From an optimization exercise on the open Yosys and OpenROAD flow, aimed at small area and a short achievable clock period; shortcuts taken in it are not production practice. The RTL was checked by simulation tests, not by an equivalence proof against the original design.

==> flow/design.v (excerpt) <==
module fir(
	input			clk_100k,
	input			rst_n,
	input 	signed [8:0]	samp_in,
	output 	signed [8:0]	fir_out
);
reg [8:0] x0, x1, x2, x3, x4, x5, x6, x7, x8, x9, x10, x11, x12, x13, x14, x15, x16, x17;
reg rq2_0_0, rq2_0_1, rq2_1_0, rq2_2_0, rq2_2_1, rq2_3_0, rq2_4_0, rq2_5_0, rq2_6_0, rq2_7_0, rq2_7_1, rq2_8_0, rq2_8_1, rq2_9_0, rq2_10_0, rq2_10_1, rq2_11_0, rq2_11_1, rq2_12_0, rq2_12_1, rq2_13_0, rq2_13_1, rq2_14_0, rq2_14_1, rq2_15_0, rq2_16_0, rq2_16_1, rq2_17_0, rq2_17_1, rq2_18_0, rq2_18_1, rq2_19_0, rq2_20_0, rq2_20_1, rq2_21_0, rq2_21_1, rq2_22_0, rq2_22_1, rq2_23_0, rq2_23_1, rq2_24_0, rq2_24_1, rq1_0_0, rq1_1_0, rq1_2_0, rq1_3_0, rq1_3_1, rq1_4_0, rq1_5_0, rq1_5_1, rq1_6_0, rq1_6_1, rq1_7_0, rq1_7_1, rq1_8_0, rq1_9_0, rq1_9_1, rq1_10_0, rq1_11_0, rq1_12_0, rq1_12_1, rq1_13_0, rq1_13_1, rq1_14_0, rq1_14_1, rq1_15_0, rq1_15_1, rq1_16_0, rq1_16_1, rq1_17_0, rq1_17_1, rq1_18_0, rq1_19_0, rq1_19_1, rq1_20_0, rq1_20_1, rq1_21_0, rq1_21_1, rq1_22_0, rq1_22_1, rq1_23_0, rq1_23_1, rq1_24_0;
wire [9:0] u2_6 = {x3[8],x3} + {x11[8],x11};
wire [9:0] u2_7 = {x4[8],x4} + {x10[8],x10};
wire [9:0] u2_8 = {x5[8],x5} + {x9[8],x9};
wire [9:0] u2_9 = {x6[8],x6} + {x8[8],x8};
wire [9:0] u1_2 = {x0[8],x0} + {x16[8],x16};
wire [9:0] u1_3 = {x1[8],x1} + {x15[8],x15};
wire [9:0] u1_4 = {x2[8],x2} + {x14[8],x14};
wire [9:0] u1_5 = {x3[8],x3} + {x13[8],x13};
wire h2_1_s, h2_1_c;
assign {h2_1_c, h2_1_s} = 1'b1 + x7[0] + u2_7[0];
wire h2_2_s, h2_2_c;
fir_ha h2_2_ha ({~u2_6[0]}, u2_8[0], h2_2_s, h2_2_c);
wire h2_3_s, h2_3_c;
assign {h2_3_c, h2_3_s} = 1'b1 + x7[1] + x17[0];
wire h2_4_s, h2_4_c;
fir_fa h2_4_fa (u2_7[1], u2_8[1], h2_3_s, h2_4_s, h2_4_c);
wire h2_5_s, h2_5_c;
fir_fa h2_5_fa (u2_9[0], u2_6[1], {~h2_2_c}, h2_5_s, h2_5_c);
wire h2_6_s, h2_6_c;
fir_fa h2_6_fa (h2_1_c, h2_4_s, {~h2_5_s}, h2_6_s, h2_6_c);
wire h2_7_s, h2_7_c;
fir_fa h2_7_fa (x7[2], x17[1], h2_3_c, h2_7_s, h2_7_c);
wire h2_8_s, h2_8_c;
fir_fa h2_8_fa (u2_9[1], u2_6[2], {~u2_7[2]}, h2_8_s, h2_8_c);
wire h2_9_s, h2_9_c;
fir_fa h2_9_fa (u2_8[2], h2_4_c, h2_7_s, h2_9_s, h2_9_c);
wire h2_10_s, h2_10_c;
fir_fa h2_10_fa (h2_5_c, h2_8_s, {~h2_9_s}, h2_10_s, h2_10_c);
wire h2_11_s, h2_11_c;
fir_fa h2_11_fa (x7[3], x7[0], x17[2], h2_11_s, h2_11_c);
wire h2_12_s, h2_12_c;
  ...
clock: 16.0 ns
lec_check: 0
cap_margin: 20
core_margin: 2
core_utilization: 65
cts_buf_list: sky130_fd_sc_hd__clkbuf_8
cts_cluster_diameter: 60
cts_cluster_size: 16
slew_margin: 20
synth_hierarchical: 1
synth_minimum_keep_size: 0
tns_end_percent: 10
run.sh (not shown) runs the stock make flow with config.mk's settings and CLKGATE_MAP_FILE= SYNTH_SCRIPT=/design/flow/synth_recipe.tcl, a recipe that flattens the netlist after the stock synthesis.
The first run produced a clean layout.
Then changed:
==> flow/flow/run.sh (new file) <==
#!/bin/bash
# The standard layout (standard.sh), with repair_timing asked to keep a setup margin:
# the constraints are unchanged, the margin only makes the timing repair work harder.
set -euo pipefail
MARGIN=${MARGIN:-11.3}
sed "s|\"\${@:-finish}\"|SETUP_SLACK_MARGIN=$MARGIN \"\${@:-finish}\"|" standard.sh > margin.sh
grep -q "SETUP_SLACK_MARGIN=$MARGIN" margin.sh
bash margin.sh > layout.log 2>&1
==> flow/standard.sh (new file) <==
#!/bin/bash
# synth_recipe.tcl (not shown) runs the flow's synth.tcl, then flattens the netlist and writes it again
# the make line also repeats each setting of config.mk as NAME=value (left out here)
make -C /OpenROAD-flow-scripts/flow DESIGN_CONFIG=/design/flow/config.mk WORK_HOME=/design/flow/orfs CLKGATE_MAP_FILE= SYNTH_SCRIPT=/design/flow/synth_recipe.tcl "${@:-finish}"
- TNS_END_PERCENT: 10 -> 5
removed: flow/run.sh
=>
- via count climbs by 3.6%
- routed wire length climbs by 3.6%
Then changed:
- TNS_END_PERCENT: 5 -> 10
After rerunning: Worst setup slack improved by 0.036 ns; cell count stays flat; routed wire length rose by 1.8%; via count barely changes.
Then changed:
--- a/flow/flow/run.sh
+++ b/flow/flow/run.sh
@@ -4,3 +4,3 @@
 set -euo pipefail
-MARGIN=${MARGIN:-11.3}
+MARGIN=${MARGIN:-11}
 sed "s|\"\${@:-finish}\"|SETUP_SLACK_MARGIN=$MARGIN \"\${@:-finish}\"|" standard.sh > margin.sh
- CTS_CLUSTER_SIZE: 16 -> 20
The new run completed with no timing, DRC or antenna violations.
Design area is lower by 0.60%.
First-iteration DRC count came out lower by 6.0%.
Register-to-register slack gets worse by 0.04 ns.
Die area does not change.
Global-route usage is lower by 0.24 points.
Routed wire length shrinks by 1.3%.
Area after synthesis is unchanged.
Critical path depth is unchanged.
Worst hold slack hardly moves.
Then changed:
- CORE_UTILIZATION: 65 -> 75
Global-route usage grows by 7.4 points; wire length came out higher by a few percent; count of clock-buffer cells in the layout goes down by 2; design area went down slightly; worst hold slack stays flat; sequential cell count does not change.

static timing again, ports no longer ideal:
Ports are ideal in the flow. The routed layouts listed here were re-timed in OpenROAD. Step 1: set_driving_cell puts a clkbuf_16 on clk_100k and a buf_2 on each other input, an assumption about the parent block. Step 2 adds t to the input delays and takes it off the output delays; t is the mean of the earliest and latest rising clock arrival at the registers after step 1. Input paths then give back, and output paths get back, about the clock's delay inside the block. Three values: ideal, step 1, step 2; two values: the first two.
run | t, ns | setup WS [ns] | clock arrival spread, ns | slew at the worst register clock pin (ns) | worst data-port slew with drivers (ns)
the first run | 0.664 | 9.836 / 9.862 / 9.198 | 0.033 / 0.034 | 0.11 / 0.11 | 0.05
the second run | 0.673 | 10.639 / 10.640 / 9.967 | 0.034 / 0.034 | 0.10 / 0.10 | 0.06
the third run | 0.664 | 10.674 / 10.678 / 10.014 | 0.050 / 0.050 | 0.10 / 0.10 | 0.06
the fourth run | 0.675 | 10.625 / 10.623 / 9.948 | 0.038 / 0.038 | 0.11 / 0.11 | 0.06
the fifth run | 0.651 | 10.606 / 10.604 / 9.953 | 0.044 / 0.044 | 0.12 / 0.12 | 0.06
After both steps every run listed still meets setup and hold. The setup slack of the fourth run, which loses most, moves by -0.002 ns with the drivers and by -0.677 ns with both steps.
